From an optimization exercise on the open Yosys and OpenROAD flow, aimed at a short achievable clock period; shortcuts taken in it are not production practice. Function was not checked in any run shown here: the RTL went through the layout flow alone. Power is estimated from default activity; no workload was simulated.

<file path="design/flow/config.mk">
export PLATFORM = sky130hd
export DESIGN_NAME = fft_4
export DESIGN_NICKNAME = fft_4
export VERILOG_FILES = /design/flow/design.v
export SDC_FILE = /design/flow/constraint.sdc
export NUM_CORES = 4
export LEC_CHECK = 0
export CAP_MARGIN = 20
export CORE_MARGIN = 2
export CORE_UTILIZATION = 40
export SLEW_MARGIN = 20
</file>
<file path="design/flow/constraint.sdc">
create_clock -name core_clock -period 3.5 [get_ports {clk}]
set_input_delay 0.7000 -clock core_clock [delete_from_list [all_inputs] [get_ports {clk}]]
set_output_delay 0.7000 -clock core_clock [all_outputs]
set_load 0.01 [all_outputs]
</file>
<file path="design/flow/design.v">
`timescale 1ns / 1ps
module fft_4(
        input               clk,
        input               rst_n,
        input wire signed [ 15:0]                   x0_real, 
        input wire signed [ 15:0]                   x0_imag,
        input wire signed [ 15:0]                   x1_real,
        input wire signed [ 15:0]                   x1_imag,
        input wire signed [ 15:0]                   x2_real,
        input wire signed [ 15:0]                   x2_imag,
        input wire signed [ 15:0]                   x3_real,
        input wire signed [ 15:0]                   x3_imag,
        output reg signed [ 15:0]                   X0_real,
        output reg signed [ 15:0]                   X0_imag,
        output reg signed [ 15:0]                   X1_real,
        output reg signed [ 15:0]                   X1_imag,            
        output reg signed [ 15:0]                   X2_real,
        output reg signed [ 15:0]                   X2_imag,
        output reg signed [ 15:0]                   X3_real,
        output reg signed [ 15:0]                   X3_imag
    );
parameter W4_0_real = 16'h7FFF; 
parameter W4_0_imag = 16'h0000;
parameter W4_1_real = 16'h0000;
parameter W4_1_imag = 16'h8000; 
parameter W4_2_real = 16'h8000; 
parameter W4_2_imag = 16'h0000; 
parameter W4_3_real = 16'h0000;   
parameter W4_3_imag = 16'h7FFF; 
        reg signed [ 15:0]              s0_real;
        reg signed [ 15:0]              s0_imag;
        reg signed [ 15:0]              s1_real;
        reg signed [ 15:0]              s1_imag;
        reg signed [ 15:0]              s2_real;
        reg signed [ 15:0]              s2_imag;
        reg signed [ 15:0]              s3_real;
        reg signed [ 15:0]              s3_imag;
        reg signed [ 15:0]              r0_real;
        reg signed [ 15:0]              r0_imag;
        reg signed [ 15:0]              r1_real;
        reg signed [ 15:0]              r1_imag;
        reg signed [ 15:0]              r2_real;
        reg signed [ 15:0]              r2_imag;
        reg signed [ 15:0]              r3_real;
        reg signed [ 15:0]              r3_imag;       
always @(posedge clk or negedge rst_n) begin
    if(!rst_n)begin
        s0_real     <=      'h0;
        s0_imag     <=      'h0;      
        s1_real     <=      'h0;
        s1_imag     <=      'h0;
        s2_real     <=      'h0;
        s2_imag     <=      'h0;
        s3_real     <=      'h0;
        s3_imag     <=      'h0;
    end
    else begin
        s0_real     <=      x0_real + x1_real;
        s0_imag     <=      x0_imag + x1_imag;
        s1_real     <=      x0_real - x1_real;
        s1_imag     <=      x0_imag - x1_imag;  
        s2_real     <=      x2_real + x3_real;
        s2_imag     <=      x2_imag + x3_imag;
        s3_real     <=      x2_real - x3_real;
        s3_imag     <=      x2_imag - x3_imag;
    end
end
always@(posedge clk or negedge rst_n)begin
    if (!rst_n)begin
        r0_real     <=      'h0;      
        r0_imag     <=      'h0;
        r1_real     <=      'h0;
        r1_imag     <=      'h0;
        r2_real     <=      'h0;
        r2_imag     <=      'h0;
        r3_real     <=      'h0;
        r3_imag     <=      'h0;
    end
    else begin
        r0_real     <=      s0_real + s2_real;
        r0_imag     <=      s0_imag + s2_imag;
        r2_real     <=      s0_real - s2_real;
        r2_imag     <=      s0_imag - s2_imag;
        r1_real     <=      s1_real + s3_imag;
        r1_imag     <=      s1_imag - s3_real;
        r3_real     <=      s1_real - s3_imag;
        r3_imag     <=      s1_imag + s3_real;
    end
end
always@(posedge clk or negedge rst_n)begin
    if (!rst_n)begin
        X0_real    <=       'b0;    
        X0_imag    <=       'b0; 
        X1_real    <=       'b0; 
        X1_imag    <=       'b0; 
        X2_real    <=       'b0; 
        X2_imag    <=       'b0; 
        X3_real    <=       'b0; 
        X3_imag    <=       'b0;
    end
    else begin
        X0_real    <=       r0_real;
        X0_imag    <=       r0_imag;
        X1_real    <=       r1_real;
        X1_imag    <=       r1_imag;
        X2_real    <=       r2_real;
        X2_imag    <=       r2_imag;
        X3_real    <=       r3_real;
        X3_imag    <=       r3_imag;
        end
end
endmodule
</file>
<file path="design/flow/run.sh">
#!/bin/bash
# synth_recipe.tcl (not shown) runs the flow's synth.tcl, then flattens the netlist and writes it again
# the make line also repeats each setting of config.mk as NAME=value (left out here)
make -C /OpenROAD-flow-scripts/flow DESIGN_CONFIG=/design/flow/config.mk WORK_HOME=/design/flow/orfs CLKGATE_MAP_FILE= SYNTH_SCRIPT=/design/flow/synth_recipe.tcl finish
</file>
==> flow_summary.toml, run 1 <==
[run_status]
status = "finished clean"

[synthesis]
synth_ff_type = "dfrtp_1"
synthesis.nets = 2479
syn_area_sq_mm = 0.0210
synthArstFlopShare = 1.00
ys_top_cells_by_area = "dfrtp_1 (44%), ha_1 (14%), xnor2_1 (6.8%)"
yosysWarningCount = 1
synth_edf_count = 0
syn_area_per_cell_sq_um = 10.0
yosysSeqAreaShare = 0.443
synth_cell_type_count = 80
synth_top_area_frac = 0.443
yosys.area.top_type = "dfrtp_1"
synth_cells = 2093
ys_ff_latch = 372

[detailed_routing]
drt_first_pass_iters = 5
ant_nets = 0
post_drt_wl_per_cell_um = 17.5
viasPerCell = 5.04
num_vias = 15300
dr.first_iter.drc_count = 898
route.detailed.drc = 0
wl_um = 53100

[pwr]
intPower_mw = 12.6
switching_share = 0.340
clkPwrFrac = 0.242
powerDensity_mw_per_mm2 = 740
sequentialPowerShare = 0.355
p_leak_nw = 11.7
power.total_mw = 19.1
p_comb_frac = 0.403
ir_drop_mv = 0.383
switching_power_mw = 6.48

[clocking]
cts_buffers = 42
cts.root.buffer_cell = "clkbuf_16"
cts_tree = "done"
cts_setup_buffers = 0
cts.sinks = 372
hold_buffers = 0
clk_pin_slew_ns = 0.06
clk_path_buf_depth = 3
cts_resized = 0
h-tree-depth = 2
clk_latency_ns = 0.56

[floorplan]
start_util = 0.407
die_y_um = 233
die-area_sq_mm = 0.0544
die_w_um = 233
core_area_sq_mm = 0.0516
num_rows = 83
ioPinCount = 258

[final_layout]
stdcell_area_sq_mm = 0.0257
area_growth_pct = 22.6
fillers = 4793
final_cell_mix = "dfrtp_1 (372), clkdlybuf4s50_1 (256), ha_1 (240)"
layout_commonest_cell = "dfrtp_1"
multi_input_area_sq_mm = 0.0105
seqCellArea_sq_mm = 0.00931
drive_above_1_share = 0.0449
nets = 2714

[worst_setup_path]
crit_chain = "clkdlybuf4s50_1, inv_1, ha_1, nor2b_1, o21ai_1, o211a_1, a211o_1, o41ai_1, o21ai_1, xnor2_1"
timing.critical_path.from_type = "primary input"
cp-end-kind = "flop"
crit_family = "compound AO/OA/AOI/OAI gates"
crit_fanout = 4
crit_top_cell = "o21ai_1"
required_ns = 3.92
crit_end = "s0_real[15]"
rr_endpoint = "r3_real[14]"
cpPeakStageDelay_ns = 0.60
crit_buf_inv = 2
r2r_cells = 10
crit_type = "in2reg"
crit_arrival_ns = 3.31
crit_cells = 10
r2r_slack_ns = 0.69
crit_start = "x1_real[1]"
r2r_start = "s0_real[0]"
crit_slowest_cell = "clkdlybuf4s50_1"

[global_route]
overflow = 0
grtUsageTotal = 0.197
grt_first_pass_wirelength_um = 83800
grt_max_degree = 96
grt_pass1_vias = 15700
antenna_found_initial = 6

[placed_design]
io_buffers = 257
hpwl_um = 41700
gp_congestion = 0.922
dpl-instance-area_sq_mm = 0.0243

[timing]
grt_setup_unrepaired = "false"
fmax_mhz = 346
finClkSkew_ns = 0.00755
fin_crit_sh = 0.826
setup_viol = 0
min_period_ns = 2.89
tns_ns = 0
relSlewSlack = 0.490
worst_pin_slew_ns = 0.756
slew_viol_final = 0
hold_viol_final = 0

[flow_run]
timing.max_cap.violations = 0

[min_path]
hp-class = "in2async"
-- power groups by stage --
stage	clock network, mW	registers (mW)	logic [mW]
global placement	0	6.84	7.64
CTS	4.77	6.81	7.73
finish	4.62	6.76	7.68
global route	4.97	6.95	8.46
detailed placement	0	6.86	7.66
floorplan	0	6.96	4.34
-- cell type report --
type                            instances  area share
Timing Repair Buffer                  271       0.106
Sequential cell                       372       0.362
Tap cell                              680      0.0330
Clock buffer                           60      0.0479
Clock inverter                         15     0.00948
Inverter                              230      0.0335
Multi-Input combinational cell       1411       0.408
Antenna cell                            3    0.000292
-- Yosys cell counts, types with 4 or more instances --
| master | number |
|---|---|
| a311o_1 | 4 |
| nor2b_1 | 31 |
| nor3_1 | 33 |
| clkbuf_1 | 67 |
| fa_1 | 16 |
| a21oi_1 | 191 |
| nor4_1 | 14 |
| buf_4 | 4 |
| ha_1 | 240 |
| buf_2 | 6 |
| a21boi_1 | 7 |
| inv_2 | 10 |
| nand2_1 | 57 |
| nor2_1 | 180 |
| nand4_1 | 9 |
| xor2_1 | 46 |
| dfrtp_1 | 372 |
| o41ai_1 | 6 |
| inv_1 | 220 |
| nor3b_1 | 6 |
| o21a_1 | 24 |
| o21bai_1 | 29 |
| nand2b_1 | 49 |
| or4_1 | 6 |
| o2111ai_1 | 7 |
| a21o_1 | 25 |
| a221oi_1 | 10 |
| a211oi_1 | 12 |
| a211o_1 | 4 |
| or3_1 | 12 |
| o31ai_1 | 13 |
| o21ai_0 | 58 |
| nand3_1 | 23 |
| o31a_1 | 8 |
| o21ai_1 | 44 |
| xnor2_1 | 162 |
| o211ai_1 | 5 |
| o22ai_1 | 5 |
| a31oi_1 | 13 |
-- sequential cells by signal, summed over array words and instances, names as in the netlist, 16 cells and up --
signal / cells
X2_imag: 16
X2_real: 16
X3_imag: 16
X3_real: 16
r2_imag: 16
r2_real: 16
r3_imag: 16
r3_real: 16
s0_real: 16
s1_imag: 16
s3_imag: 16
s3_real: 16
-- worst min path at each step --
stage                 from     endpoint  slack, ns  depth (start not counted)
2_1_floorplan  r0_imag[10]  X0_imag[10]       0.33                          0
3_3_place_gp    r3_real[9]   X3_real[9]       0.33                          0
3_5_place_dp   r0_imag[10]  X0_imag[10]       0.33                          0
4_1_cts              rst_n   X2_real[6]       0.20                          1
5_1_grt              rst_n   X2_real[9]       0.21                          1
6_report             rst_n  X2_real[13]       0.15                          1
-- routing by layer --
| metal | vias up | global-route usage | part of all wire |
|---|---|---|---|
| met5 | - | 0 | 0.00051 |
| met4 | 4 | 0.0752 | 0.034 |
| met3 | 100 | 0.0303 | 0.042 |
| met2 | 333 | 0.324 | 0.47 |
| met1 | 7424 | 0.262 | 0.45 |
| li1 | 7474 | - | - |
-- through the flow --
step | instances | setup WS, ns | util | hold WS, ns
after floorplan | 2093 | 0.873 | - | 0.331
after detailed placement | 2964 | 0.0881 | 0.470 | 0.335
final | 3042 | 0.609 | 0.499 | 0.152
after global placement | 2964 | 0.230 | 0.470 | 0.333
after CTS | 3039 | 0.654 | 0.499 | 0.198
after global routing | 3042 | 0.416 | 0.499 | 0.208
-- cells by family after synthesis --
kind of cell,synth area share
adder cells (fa/ha/maj),0.158
buffers and inverters,0.0565
AO/OA/AOI/OAI,0.152
multiplexers,0.00101
XOR/XNOR,0.0867
AND/OR/NAND/NOR,0.103
flip-flops,0.443
==> run 2, diff against run 1 <==
==> design/flow/design.v (replaced) <==
module fft_4(
        input               clk,
        input               rst_n,
        input wire signed [15:0]  x0_real,
        input wire signed [15:0]  x0_imag,
        input wire signed [15:0]  x1_real,
        input wire signed [15:0]  x1_imag,
        input wire signed [15:0]  x2_real,
        input wire signed [15:0]  x2_imag,
        input wire signed [15:0]  x3_real,
        input wire signed [15:0]  x3_imag,
        output reg signed [15:0]  X0_real,
        output reg signed [15:0]  X0_imag,
        output reg signed [15:0]  X1_real,
        output reg signed [15:0]  X1_imag,
        output reg signed [15:0]  X2_real,
        output reg signed [15:0]  X2_imag,
        output reg signed [15:0]  X3_real,
        output reg signed [15:0]  X3_imag
    );
reg [15:0] a0_real, a0_imag, a1_real, a1_imag;
reg [15:0] a2_real, a2_imag, a3_real, a3_imag;
reg [15:0] s0_real, s0_imag, s1_real, s1_imag;
reg [15:0] s2_real, s2_imag, s3_real, s3_imag;
always @(posedge clk or negedge rst_n) begin
    if (!rst_n) begin
        a0_real <= 16'h0; a0_imag <= 16'h0;
        a1_real <= 16'h0; a1_imag <= 16'h0;
        a2_real <= 16'h0; a2_imag <= 16'h0;
        a3_real <= 16'h0; a3_imag <= 16'h0;
    end else begin
        a0_real <= x0_real; a0_imag <= x0_imag;
        a1_real <= x1_real; a1_imag <= x1_imag;
        a2_real <= x2_real; a2_imag <= x2_imag;
        a3_real <= x3_real; a3_imag <= x3_imag;
    end
end
always @(posedge clk or negedge rst_n) begin
    if (!rst_n) begin
        s0_real <= 16'h0; s0_imag <= 16'h0;
        s1_real <= 16'h0; s1_imag <= 16'h0;
        s2_real <= 16'h0; s2_imag <= 16'h0;
        s3_real <= 16'h0; s3_imag <= 16'h0;
    end else begin
        s0_real <= a0_real + a1_real;
        s0_imag <= a0_imag + a1_imag;
        s1_real <= a0_real - a1_real;
        s1_imag <= a0_imag - a1_imag;
        s2_real <= a2_real + a3_real;
        s2_imag <= a2_imag + a3_imag;
        s3_real <= a2_real - a3_real;
        s3_imag <= a2_imag - a3_imag;
    end
end
always @(posedge clk or negedge rst_n) begin
    if (!rst_n) begin
        X0_real <= 16'h0; X0_imag <= 16'h0;
        X1_real <= 16'h0; X1_imag <= 16'h0;
        X2_real <= 16'h0; X2_imag <= 16'h0;
        X3_real <= 16'h0; X3_imag <= 16'h0;
    end else begin
        X0_real <= s0_real + s2_real;
        X0_imag <= s0_imag + s2_imag;
        X2_real <= s0_real - s2_real;
        X2_imag <= s0_imag - s2_imag;
        X1_real <= s1_real + s3_imag;
        X1_imag <= s1_imag - s3_real;
        X3_real <= s1_real - s3_imag;
        X3_imag <= s1_imag + s3_real;
    end
end
endmodule
==> flow_summary.toml, run 2 <==
[timing]
fin_crit_sh = 0.812
fmax_mhz = 352
worst_pin_slew_ns = 0.626
grt_setup_unrepaired = "false"
finClkSkew_ns = 0.0128
whs_ns = 0.0804
relSlewSlack = 0.583
setup_viol = 0
min_period_ns = 2.84
slew_viol_final = 0
tns_ns = 0
hold_viol_final = 0

[placed_design]
hpwl_um = 41500
dpl-instance-area_sq_mm = 0.0243
dpl.cell_count = 2963
io_buffers = 257
gp_congestion = 0.886

[synthesis]
syn_area_per_cell_sq_um = 10.1
synth_top_area_frac = 0.444
synthesis.nets = 2479
ys_ff_latch = 376
synth_edf_count = 0
synth_cell_type_count = 75
yosysWarningCount = 1
yosys.area.top_type = "dfrtp_1"
synth_commonest_cells = "dfrtp_1 (376), ha_1 (240), inv_1 (222)"
synth_cells = 2093
syn_area_sq_mm = 0.0212
synth_ff_type = "dfrtp_1"
yosysSeqAreaShare = 0.444
ys_top_cells_by_area = "dfrtp_1 (44%), ha_1 (14%), xnor2_1 (6.9%)"
synthArstFlopShare = 1.00
synth.most_common_cell = "dfrtp_1"

[worst_setup_path]
crit_fanout = 4
cp-end-kind = "flop"
crit_slowest_cell = "or4b_4"
timing.critical_path.from_type = "flop"
crit_arrival_ns = 3.33
r2r_start = "s3_imag[0]"
crit_type = "reg2reg"
r2r_slack_ns = 0.66
r2r_cells = 9
crit_top_cell = "o21ai_1"
required_ns = 3.98
crit_chain = "ha_1, fa_1, nor2b_2, o21ai_1, or4b_4, a311oi_4, o21ai_1, a21oi_1, xnor2_1"
cpPeakStageDelay_ns = 0.52
rr_endpoint = "X0_imag[14]"

[floorplan]
start_util = 0.404
die_w_um = 234
core_area_sq_mm = 0.0524
num_rows = 84
die-area_sq_mm = 0.0548
ioPinCount = 258
die_y_um = 234

[clocking]
cts.sinks = 376
h-tree-depth = 2
cts_setup_buffers = 0
cts_buffers = 43
cts.root.buffer_cell = "clkbuf_16"
hold_buffers = 0
clk_pin_slew_ns = 0.06
clk_path_buf_depth = 3
cts_tree = "done"
cts_resized = 0
clk_latency_ns = 0.57

[pwr]
p_leak_nw = 11.7
ir_drop_mv = 0.497
powerDensity_mw_per_mm2 = 718

[global_route]
antenna_found_initial = 3
grt_max_degree = 74
grt_pass1_vias = 15600
grtUsageTotal = 0.198
overflow = 0
grt_first_pass_wirelength_um = 84200

[final_layout]
final_cell_mix = "dfrtp_1 (376), clkdlybuf4s50_1 (256), ha_1 (240)"
stdcell_area_sq_mm = 0.0259
nets = 2706
final_cells = 3043
area_growth_pct = 22.4
layout_commonest_cell = "dfrtp_1"
drive_above_1_share = 0.0489

[detailed_routing]
post_drt_wl_per_cell_um = 17.6
dr.first_iter.drc_count = 866
viasPerCell = 5.07
num_vias = 15400
ant_nets = 0
route.detailed.drc = 0
drt_first_pass_iters = 7
wl_um = 53600

[min_path]
hp-class = "in2async"

[run_status]
status = "finished clean"

[flow_run]
timing.max_cap.violations = 0
==> run 2: worst max-delay path, delay by kind of cell (launching register included) <==
kind                       cells  cell delay, ns
xor gates and xnor gates       1            0.14
DFF                            1            0.42
adders and majority gates      2            0.66
and+or+nand+nor                2            0.70
AOI/OAI and AO/OA              4            0.85
==> run 2: final cells by class <==
cell class                 count  area, sq um
antenna                        2         5.00
clock buffer                  60         1300
clock inverter                18          250
fill                        4755        26500
inverter                     241          905
multi-input combinational   1395        10500
sequential                   376         9410
tap                          688          861
timing repair buffer         263         2670
==> run 2: worst max-delay path by stage <==
stage	startpoint	to	cells after the start	slack [ns]
floorplan	s3_imag[0]	X0_imag[14]	9	0.96
global placement	s3_imag[0]	X0_imag[14]	9	0.74
detailed placement	s3_imag[0]	X0_imag[14]	9	0.66
CTS	s3_imag[0]	X0_imag[14]	9	0.64
global route	s3_imag[0]	X0_imag[14]	9	0.55
finish	s3_imag[0]	X0_imag[14]	9	0.66
==> run 2: cells by family after synthesis <==
| family | synth area share |
|---|---|
| AO/OA/AOI/OAI | 0.154 |
| AND/OR/NAND/NOR | 0.0994 |
| flip-flops | 0.444 |
| buffers and inverters | 0.0597 |
| adder cells (fa/ha/maj) | 0.157 |
| XOR/XNOR | 0.0840 |
| multiplexers | 0.00142 |
==> run 2: stage by stage <==
stage	power (mW)	worst slack (ns)	util
after detailed placement	13.8	0.662	0.464
final	18.6	0.656	0.494
after floorplan	10.7	0.960	-
after global routing	19.9	0.545	0.494
after CTS	18.9	0.643	0.494
after global placement	13.8	0.736	0.464
==> run 2: routing by layer <==
layer  part of all wire  vias up  wire length, um  GRT usage
li1                   -     7516                -          -
met1               0.47     7488            25000      0.274
met2               0.46      333            24800      0.318
met3              0.042       86             2260     0.0285
met4              0.028        0             1490     0.0676
met5                  0        -                0          0
==> run 2: where the power goes <==
group / leakage [nW] / internal (mW) / switching, mW
combinational: 6.62 / 3.61 / 4.03
clock: 0.738 / 2.98 / 1.88
sequential: 4.37 / 5.48 / 0.628
total: 11.7 / 12.1 / 6.54
==> run 3, diff against run 2 <==
--- a/design/flow/config.mk
+++ b/design/flow/config.mk
@@ -5,7 +5,9 @@
 export SDC_FILE = /design/flow/constraint.sdc
 export NUM_CORES = 4
 export LEC_CHECK = 0
+export ABC_CLOCK_PERIOD_IN_PS = 1200
 export CAP_MARGIN = 20
 export CORE_MARGIN = 2
 export CORE_UTILIZATION = 40
+export SETUP_SLACK_MARGIN = 2.2
 export SLEW_MARGIN = 20
==> flow_summary.toml, run 3 <==
[detailed_routing]
dr.first_iter.drc_count = 778
ant_nets = 0
viasPerCell = 5.09
drt_first_pass_iters = 5
route.detailed.drc = 0
wl_um = 60000
num_vias = 16600
post_drt_wl_per_cell_um = 18.4

[global_route]
antenna_found_initial = 3
overflow = 0
grt_max_degree = 92
grtUsageTotal = 0.212
grt_pass1_vias = 16400
grt_first_pass_wirelength_um = 90300

[synthesis]
synth_commonest_cells = "dfrtp_1 (376), ha_1 (240), inv_1 (222)"
synth_cells = 2093
synth_ff_type = "dfrtp_1"
synth.most_common_cell = "dfrtp_1"
yosys.area.top_type = "dfrtp_1"
syn_area_sq_mm = 0.0212
synth_edf_count = 0
ys_top_cells_by_area = "dfrtp_1 (44%), ha_1 (14%), xnor2_1 (6.9%)"
yosysWarningCount = 1
synthesis.nets = 2479
ys_ff_latch = 376
yosysSeqAreaShare = 0.444
synth_cell_type_count = 75
synthArstFlopShare = 1.00
synth_top_area_frac = 0.444
syn_area_per_cell_sq_um = 10.1

[pwr]
ir_drop_mv = 0.493
switching_power_mw = 7.54
intPower_mw = 12.8
power.total_mw = 20.3
p_comb_frac = 0.477
p_leak_nw = 13.6
switching_share = 0.370
clkPwrFrac = 0.221
powerDensity_mw_per_mm2 = 664
sequentialPowerShare = 0.302

[timing]
setup_slack_ns = 1.02
fin_crit_sh = 0.710
slew_viol_final = 0
worst_pin_slew_ns = 0.755
hold_viol_final = 0
min_period_ns = 2.48
fmax_mhz = 402
grt_setup_unrepaired = "true"
setup_viol = 0
finClkSkew_ns = 0.0154
relSlewSlack = 0.497
tns_ns = 0

[clocking]
clk_path_buf_depth = 3
cts_tree = "done"
h-tree-depth = 2
clk_latency_ns = 0.57
cts_buffers = 43
cts.root.buffer_cell = "clkbuf_16"
clk_pin_slew_ns = 0.06
hold_buffers = 0
cts.sinks = 376

[final_layout]
stdcell_area_sq_mm = 0.0307
final_cells = 3261
drive_above_1_share = 0.374
layout_commonest_cell = "dfrtp_1"
final_cell_mix = "dfrtp_1 (357), inv_1 (186), ha_1 (151)"
area_growth_pct = 44.9
nets = 2924

[placed_design]
gp_congestion = 0.848
hpwl_um = 42200
dp_slack_ns = 0.958
dpl.cell_count = 2967
io_buffers = 257
dpl-instance-area_sq_mm = 0.0251

[worst_setup_path]
crit_fanout = 3
crit_type = "reg2reg"
timing.critical_path.from_type = "flop"
r2r_slack_ns = 1.02
rr_endpoint = "X0_imag[12]"
required_ns = 3.98
cp-end-kind = "flop"
crit_chain = "ha_2, fa_2, nor2b_4, o21ai_2, or4b_4, a311oi_4, o21bai_1, a21oi_1, xnor2_1"
cpPeakStageDelay_ns = 0.51
crit_arrival_ns = 2.97
crit_slowest_cell = "or4b_4"
r2r_cells = 9
r2r_start = "s3_imag[0]"

[floorplan]
die_y_um = 234
num_rows = 84
ioPinCount = 258
start_util = 0.404
die_w_um = 234
core_area_sq_mm = 0.0524
die-area_sq_mm = 0.0548

[min_path]
hp-class = "in2async"

[run_status]
status = "finished clean"

[flow_run]
timing.max_cap.violations = 0
-- run 3: cell counts after synthesis --
Identical to the previous run, type by type.
-- run 3: per-stage QoR --
stage	hold slack (ns)	utilization
6_report	0.168	0.585
3_5_place_dp	0.539	0.479
5_1_grt	0.206	0.585
2_1_floorplan	0.404	-
4_1_cts	0.166	0.551
3_3_place_gp	0.537	0.479
-- run 3: worst max path at each step --
| stage | startpoint | end | slack [ns] | depth (start not counted) |
|---|---|---|---|---|
| CTS | s1_imag[0] | X0_imag[12] | 1.03 | 9 |
| global route | s1_imag[0] | X0_imag[12] | 0.89 | 9 |
| detailed placement | s3_imag[0] | X0_imag[12] | 0.96 | 9 |
| floorplan | s3_imag[0] | X0_imag[12] | 1.17 | 9 |
| global placement | s3_imag[0] | X0_imag[14] | 0.98 | 9 |
| finish | s3_imag[0] | X0_imag[12] | 1.02 | 9 |
-- run 3: what timing repair did --
action / 4_1_cts / 5_1_grt
buffers inserted: 144 / 70
gates cloned: 0 / 0
pin swaps: 203 / 187
endpoints found under the setup margin: 351 / 362
gates resized for setup: 903 / 240
-- run 3: kinds of logic after synthesis --
| group | after synthesis | synth area share |
|---|---|---|
| compound gates | 498 | 0.154 |
| simple gates | 435 | 0.0994 |
| flops | 376 | 0.444 |
| buf+inv | 322 | 0.0597 |
| fa+ha+maj | 256 | 0.157 |
| xor+xnor | 203 | 0.0840 |
| mux | 3 | 0.00142 |
-- run 3: cell type report --
| cell class | instances | area (sq um) |
|---|---|---|
| clock inverter | 21 | 184 |
| tap | 688 | 861 |
| fill | 4324 | 21800 |
| antenna | 1 | 2.50 |
| clock buffer | 58 | 1230 |
| inverter | 241 | 922 |
| multi-input combinational | 1395 | 13900 |
| timing repair buffer | 481 | 4140 |
| sequential | 376 | 9430 |
-- run 3: power groups by stage --
stage / clock network (mW) / logic [mW] / registers [mW]
detailed placement: 0 / 7.99 / 6.18
CTS: 4.62 / 8.79 / 6.14
finish: 4.51 / 9.70 / 6.14
global placement: 0 / 8.00 / 6.16
global route: 4.82 / 10.5 / 6.24
floorplan: 0 / 4.88 / 6.32
-- run 3: routing by layer --
| metal | global-route usage | part of all wire | wire length [um] |
|---|---|---|---|
| met5 | 0 | 0 | 0 |
| met4 | 0.0710 | 0.030 | 1830 |
| met3 | 0.0295 | 0.039 | 2350 |
| met2 | 0.354 | 0.49 | 29400 |
| met1 | 0.285 | 0.44 | 26500 |
-- run 3: critical path: cells and delay by family (launching register included) --
| family | cells | cell delay [ns] |
|---|---|---|
| and+or+nand+nor | 2 | 0.65 |
| DFF | 1 | 0.41 |
| xor gates and xnor gates | 1 | 0.13 |
| AOI/OAI and AO/OA | 4 | 0.66 |
| adders and majority gates | 2 | 0.54 |
==> run 4, diff against run 3 <==
--- a/design/flow/design.v
+++ b/design/flow/design.v
@@ -18,6 +18,26 @@
         output reg signed [15:0]  X3_real,
         output reg signed [15:0]  X3_imag
     );
+function [15:0] add16;
+    input [15:0] a;
+    input [15:0] b;
+    input        cin;
+    reg   [15:0] g, p, gg, pp;
+    integer i, d;
+    begin
+        g = a & b;
+        p = a ^ b;
+        gg = g;
+        pp = p;
+        gg[0] = g[0] | (p[0] & cin);
+        for (d = 1; d < 16; d = d * 2)
+            for (i = 15; i >= d; i = i - 1) begin
+                gg[i] = gg[i] | (pp[i] & gg[i-d]);
+                pp[i] = pp[i] & pp[i-d];
+            end
+        add16 = p ^ {gg[14:0], cin};
+    end
+endfunction
 reg [15:0] a0_real, a0_imag, a1_real, a1_imag;
 reg [15:0] a2_real, a2_imag, a3_real, a3_imag;
 reg [15:0] s0_real, s0_imag, s1_real, s1_imag;
@@ -42,14 +62,14 @@
         s2_real <= 16'h0; s2_imag <= 16'h0;
         s3_real <= 16'h0; s3_imag <= 16'h0;
     end else begin
-        s0_real <= a0_real + a1_real;
-        s0_imag <= a0_imag + a1_imag;
-        s1_real <= a0_real - a1_real;
-        s1_imag <= a0_imag - a1_imag;
-        s2_real <= a2_real + a3_real;
-        s2_imag <= a2_imag + a3_imag;
-        s3_real <= a2_real - a3_real;
-        s3_imag <= a2_imag - a3_imag;
+        s0_real <= add16(a0_real, a1_real, 1'b0);
+        s0_imag <= add16(a0_imag, a1_imag, 1'b0);
+        s1_real <= add16(a0_real, ~a1_real, 1'b1);
+        s1_imag <= add16(a0_imag, ~a1_imag, 1'b1);
+        s2_real <= add16(a2_real, a3_real, 1'b0);
+        s2_imag <= add16(a2_imag, a3_imag, 1'b0);
+        s3_real <= add16(a2_real, ~a3_real, 1'b1);
+        s3_imag <= add16(a2_imag, ~a3_imag, 1'b1);
     end
 end
 always @(posedge clk or negedge rst_n) begin
@@ -59,14 +79,14 @@
         X2_real <= 16'h0; X2_imag <= 16'h0;
         X3_real <= 16'h0; X3_imag <= 16'h0;
     end else begin
-        X0_real <= s0_real + s2_real;
-        X0_imag <= s0_imag + s2_imag;
-        X2_real <= s0_real - s2_real;
-        X2_imag <= s0_imag - s2_imag;
-        X1_real <= s1_real + s3_imag;
-        X1_imag <= s1_imag - s3_real;
-        X3_real <= s1_real - s3_imag;
-        X3_imag <= s1_imag + s3_real;
+        X0_real <= add16(s0_real, s2_real, 1'b0);
+        X0_imag <= add16(s0_imag, s2_imag, 1'b0);
+        X2_real <= add16(s0_real, ~s2_real, 1'b1);
+        X2_imag <= add16(s0_imag, ~s2_imag, 1'b1);
+        X1_real <= add16(s1_real, s3_imag, 1'b0);
+        X1_imag <= add16(s1_imag, ~s3_real, 1'b1);
+        X3_real <= add16(s1_real, ~s3_imag, 1'b1);
+        X3_imag <= add16(s1_imag, s3_real, 1'b0);
     end
 end
 endmodule
==> flow_summary.toml, run 4 <==
[floorplan]
die_y_um = 232
start_util = 0.404
core_area_sq_mm = 0.0513
die_w_um = 232
ioPinCount = 258
num_rows = 83
die-area_sq_mm = 0.0537

[run_status]
status = "finished clean"

[min_path]
hp-class = "in2async"

[final_layout]
fillers = 4081
drive_above_1_share = 0.427
antenna_cells = 0
final_cells = 3236
nets = 2908
area_growth_pct = 50.9
final_cell_mix = "dfrtp_1 (351), inv_1 (179), buf_6 (157)"
fin_util = 0.610
layout_commonest_cell = "dfrtp_1"

[synthesis]
synth_cells = 1995
yosys.area.top_type = "dfrtp_1"
synth_commonest_cells = "dfrtp_1 (376), ha_1 (240), inv_1 (232)"
synth_ff_type = "dfrtp_1"
ys_ff_latch = 376
syn_area_per_cell_sq_um = 10.4
yosysSeqAreaShare = 0.454
synth_top_area_frac = 0.454
syn_area_sq_mm = 0.0207
synth.most_common_cell = "dfrtp_1"
ys_top_cells_by_area = "dfrtp_1 (45%), ha_1 (14%), xnor2_1 (6.5%)"
synth_cell_type_count = 78
synth_edf_count = 0
synthesis.nets = 2381
synthArstFlopShare = 1.00
yosysWarningCount = 1

[detailed_routing]
ant_nets = 0
post_drt_wl_per_cell_um = 18.1
drt-met1-wl_um = 24900
wl_met2_um = 29800
wl_um = 58600
viasPerCell = 4.95
drt_first_pass_iters = 5
wl_met3_um = 2450
top_layer = "met4"
num_vias = 16000
route.detailed.drc = 0
dr.first_iter.drc_count = 718

[worst_setup_path]
r2r_start = "a2_imag[0]"
crit_type = "reg2reg"
timing.critical_path.from_type = "flop"
cp-end-kind = "flop"
crit_fanout = 3
r2r_cells = 9
crit_arrival_ns = 2.93
required_ns = 4.00
rr_endpoint = "s2_imag[14]"
r2r_slack_ns = 1.07

[timing]
grt_setup_unrepaired = "true"
finClkSkew_ns = 0.0142
fmax_mhz = 412
tns_ns = 0
slew_viol_final = 0
min_period_ns = 2.43
setup_viol = 0
relSlewSlack = 0.553
hold_viol_final = 0
worst_pin_slew_ns = 0.663
fin_crit_sh = 0.694

[global_route]
grtUsageTotal = 0.210
grt_first_pass_wirelength_um = 88200
overflow = 0
grt_max_degree = 89
antenna_found_initial = 1
grt_pass1_vias = 16500

[clocking]
clk_path_buf_depth = 3
cts_buffers = 44
clk_latency_ns = 0.57
cts.root.buffer_cell = "clkbuf_16"
h-tree-depth = 2
clk_pin_slew_ns = 0.06
cts_tree = "done"
hold_buffers = 0
cts.sinks = 376

[pwr]
power.total_mw = 21.0
switching_share = 0.359
clkPwrFrac = 0.227
p_comb_frac = 0.478
switching_power_mw = 7.53
p_leak_nw = 13.9
intPower_mw = 13.4
ir_drop_mv = 0.480
powerDensity_mw_per_mm2 = 670
sequentialPowerShare = 0.295

[flow_run]
timing.max_cap.violations = 0

[placed_design]
gp_congestion = 0.842
hpwl_um = 39400
dpl.cell_count = 2872
io_buffers = 257
[run 4: cell types whose count changed in the layout (fill, tap and decap cells not counted), sizes merged, moves of 8 or more]
cell	previous run	this run
a2111oi	0	8
buf	353	421
nand2	57	45
nand2b	24	34
nand3	24	16
nor2	170	142
nor3	50	42
o21ai	83	70
or2	6	15
xnor2	167	153
xor2	36	53
[run 4: final cells by class]
class / count / area [sq um] / area share
multi-input combinational: 1316 / 13700 / 0.439
inverter: 235 / 896 / 0.0286
tap: 680 / 851 / 0.0272
timing repair buffer: 549 / 4830 / 0.154
clock inverter: 17 / 178 / 0.00568
clock buffer: 63 / 1350 / 0.0433
sequential: 376 / 9440 / 0.302
[run 4: per-stage QoR]
stage                     area, sq um  hold WS (ns)  worst slack, ns
after floorplan                 21600         0.404             1.18
after global placement          24700         0.548             1.01
after detailed placement        24700         0.551            0.965
after CTS                       29000         0.103             1.09
after global routing            31300         0.148            0.986
final                           31300         0.117             1.07
[run 4: timing repair]
item,in CTS,in global routing
resized for setup,944,310
pin swaps,257,217
endpoints found under the setup margin,351,361
cloned,0,0
setup buffers,187,97
[run 4: logic make-up after synthesis]
kind of cell,synth area share
and+or+nand+nor,0.0966
adders and majority gates,0.160
AOI/OAI and AO/OA,0.145
buffers and inverters,0.0578
xor gates and xnor gates,0.0870
DFF,0.454
[run 4: power by group through the flow]
stage / clock (mW) / sequential (mW) / combinational [mW]
after global placement: 0 / 6.21 / 7.59
after CTS: 4.90 / 6.16 / 8.64
final: 4.75 / 6.18 / 10.0
after global routing: 5.07 / 6.29 / 10.8
after floorplan: 0 / 6.33 / 4.53
after detailed placement: 0 / 6.19 / 7.60
[run 4: worst max-delay path by stage]
stage	startpoint	endpoint	depth (start not counted)
after floorplan	a2_imag[0]	s2_imag[14]	9
after global placement	s1_imag[0]	X2_imag[14]	11
after detailed placement	s1_imag[0]	X2_imag[14]	11
after CTS	s3_real[0]	X3_imag[10]	10
after global routing	a2_imag[0]	s2_imag[14]	9
final	a2_imag[0]	s2_imag[14]	9
[run 4: worst max-delay path, stage by stage (launching register included)]
cell and delay (ns):
dfrtp_1 0.39, ha_2 0.21, fa_2 0.39, a21oi_4 0.16
o21ai_2 0.09, a21oi_4 0.18, o22ai_2 0.12, o41a_1 0.35
or4_1 0.41, nand3_1 0.09
[run 4: layer usage]
| metal | vias to the layer above | track usage |
|---|---|---|
| li1 | 7732 | - |
| met1 | 7837 | 0.268 |
| met2 | 352 | 0.368 |
| met3 | 88 | 0.0319 |
| met4 | 0 | 0.0575 |
| met5 | - | 0 |
==> run 5, diff against run 4 <==
--- a/design/flow/config.mk
+++ b/design/flow/config.mk
@@ -5,7 +5,6 @@
 export SDC_FILE = /design/flow/constraint.sdc
 export NUM_CORES = 4
 export LEC_CHECK = 0
-export ABC_CLOCK_PERIOD_IN_PS = 1200
 export CAP_MARGIN = 20
 export CORE_MARGIN = 2
 export CORE_UTILIZATION = 40
==> flow_summary.toml, run 5 <==
[run_status]
status = "finished clean"

[worst_setup_path]
crit_slowest_cell = "or4_1"
crit_fanout = 3
cpPeakStageDelay_ns = 0.41
crit_top_cell = "a21oi_4"
required_ns = 4.00
r2r_slack_ns = 1.07
crit_arrival_ns = 2.93
r2r_cells = 9
crit_type = "reg2reg"
timing.critical_path.from_type = "flop"
r2r_start = "a2_imag[0]"
rr_endpoint = "s2_imag[14]"
cp-end-kind = "flop"
crit_chain = "ha_2, fa_2, a21oi_4, o21ai_2, a21oi_4, o22ai_2, o41a_1, or4_1, nand3_1"

[global_route]
overflow = 0
grt_first_pass_wirelength_um = 88200
grtUsageTotal = 0.210
grt_pass1_vias = 16500
grt_max_degree = 89
antenna_found_initial = 1

[final_layout]
drive_above_1_share = 0.427
area_growth_pct = 50.9
fillers = 4081
antenna_cells = 0
fin_util = 0.610
nets = 2908
layout_commonest_cell = "dfrtp_1"
final_cell_mix = "dfrtp_1 (351), inv_1 (179), buf_6 (157)"
stdcell_area_sq_mm = 0.0313

[detailed_routing]
post_drt_wl_per_cell_um = 18.1
ant_nets = 0
num_vias = 16000
dr.first_iter.drc_count = 718
drt_first_pass_iters = 5
wl_um = 58600
viasPerCell = 4.95
route.detailed.drc = 0

[synthesis]
syn_area_per_cell_sq_um = 10.4
ys_top_cells_by_area = "dfrtp_1 (45%), ha_1 (14%), xnor2_1 (6.5%)"
yosysSeqAreaShare = 0.454
synthArstFlopShare = 1.00
synth_ff_type = "dfrtp_1"
ys_ff_latch = 376
synth.most_common_cell = "dfrtp_1"
syn_area_sq_mm = 0.0207
synthesis.nets = 2381
synth_edf_count = 0
yosys.area.top_type = "dfrtp_1"
synth_cell_type_count = 78
synth_commonest_cells = "dfrtp_1 (376), ha_1 (240), inv_1 (232)"
yosysWarningCount = 1
synth_top_area_frac = 0.454
synth_cells = 1995

[timing]
fin_crit_sh = 0.694
hold_viol_final = 0
relSlewSlack = 0.553
min_period_ns = 2.43
grt_setup_unrepaired = "true"
slew_viol_final = 0
setup_viol = 0
tns_ns = 0
fmax_mhz = 412
worst_pin_slew_ns = 0.663
finClkSkew_ns = 0.0142

[clocking]
cts_tree = "done"
cts.sinks = 376
hold_buffers = 0
clk_path_buf_depth = 3
cts_buffers = 44
clk_latency_ns = 0.57
h-tree-depth = 2
cts.root.buffer_cell = "clkbuf_16"
clk_pin_slew_ns = 0.06

[floorplan]
die_w_um = 232
core_area_sq_mm = 0.0513
num_rows = 83
start_util = 0.404
ioPinCount = 258
die_y_um = 232
die-area_sq_mm = 0.0537

[flow_run]
timing.max_cap.violations = 0

[placed_design]
gp_congestion = 0.842
hpwl_um = 39400
dpl-instance-area_sq_mm = 0.0247
io_buffers = 257

[min_path]
hp-class = "in2async"

[pwr]
p_leak_nw = 13.9
powerDensity_mw_per_mm2 = 670
ir_drop_mv = 0.480
==> run 5: cell counts after synthesis <==
Identical to the previous run, type by type.
==> run 5: final cells by class <==
cell class | count | area, sq um | area share
multi-input cells | 1316 | 13700 | 0.439
flip-flops and latches | 376 | 9440 | 0.302
repair buffers | 549 | 4830 | 0.154
clock buffers | 63 | 1350 | 0.0433
inverters | 235 | 896 | 0.0286
well taps | 680 | 851 | 0.0272
clock inverters | 17 | 178 | 0.00568
==> run 5: routing by layer <==
metal  global-route usage  wire length (um)  vias to the layer above  share of wire
met5                    0                 0                        -              0
met3               0.0319              2450                       88          0.042
li1                     -                 -                     7732              -
met2                0.368             29800                      352           0.51
met4               0.0575              1430                        0          0.024
met1                0.268             24900                     7837           0.42
==> run 5: kinds of logic after synthesis <==
| logic type | count (synthesis) | share of synthesized area |
|---|---|---|
| compound gates | 454 | 0.145 |
| simple gates | 400 | 0.0966 |
| buf+inv | 303 | 0.0578 |
| flops | 376 | 0.454 |
| fa+ha+maj | 256 | 0.160 |
| xor+xnor | 206 | 0.0870 |
==> run 5: worst max-delay path, delay by kind of cell (launching register included) <==
| family | cells | cell delay [ns] |
|---|---|---|
| flip-flops | 1 | 0.39 |
| AO/OA/AOI/OAI | 5 | 0.90 |
| adder cells (fa/ha/maj) | 2 | 0.60 |
| AND/OR/NAND/NOR | 2 | 0.50 |
==> run 5: power by group <==
group          leakage [nW]  switching (mW)  internal, mW  total [mW]
clock                 0.754            1.85          2.90        4.75
sequential             4.35           0.694          5.49        6.18
combinational          8.84            4.99          5.04        10.0
total                  13.9            7.53          13.4        21.0
==> run 5: timing repair <==
action	CTS	global route
setup endpoints to repair	351	361
pin swaps	257	217
buffers inserted	187	97
gates resized for setup	944	310
cloned	0	0
==> run 5: worst max path at each step <==
stage,startpoint,endpoint,slack [ns],depth (start not counted)
final,a2_imag[0],s2_imag[14],1.07,9
after global routing,a2_imag[0],s2_imag[14],0.99,9
after CTS,s3_real[0],X3_imag[10],1.09,10
after detailed placement,s1_imag[0],X2_imag[14],0.96,11
after global placement,s1_imag[0],X2_imag[14],1.01,11
after floorplan,a2_imag[0],s2_imag[14],1.18,9
==> run 5: stage by stage <==
stage	setup slack (ns)	power (mW)	std cells	hold WS [ns]
after floorplan	1.18	10.9	1995	0.404
after global placement	1.01	13.8	2872	0.548
after detailed placement	0.965	13.8	2872	0.551
after CTS	1.09	19.7	3139	0.103
after global routing	0.986	22.1	3236	0.148
final	1.07	21.0	3236	0.117

-- separate check: timing with driven ports --
In the flow no input, the clock included, has a driving cell. The finished layouts below were timed again as built, in two steps.
Step 1, drivers: a clkbuf_16 drives clk and a buf_2 each remaining input, both assumed.
Step 2, shift: input delay + t, output delay - t, t = (earliest + latest rising clock arrival at the registers) / 2. This alone moves slack from input paths to output paths.
Slacks: ideal / step 1 / step 2; pairs: ideal / step 1.
| run | t (ns) | setup slack, ns | clock arrival spread, ns | worst slew at a driven data input, ns |
|---|---|---|---|---|
| run 1 | 0.607 | 0.609 / 0.636 / 0.029 | 0.009 / 0.009 | 0.09 |
| run 2 | 0.618 | 0.656 / 0.656 / 0.656 | 0.014 / 0.014 | 0.07 |
| run 3 | 0.621 | 1.015 / 1.015 / 1.015 | 0.016 / 0.016 | 0.07 |
| run 4 | 0.623 | 1.070 / 1.070 / 1.070 | 0.017 / 0.017 | 0.05 |
| run 5 | 0.623 | 1.070 / 1.070 / 1.070 | 0.017 / 0.017 | 0.05 |
After both steps setup and hold are still met in every run listed. The setup slack of run 1, which loses most, moves by +0.027 ns with the drivers and by -0.580 ns with both steps.
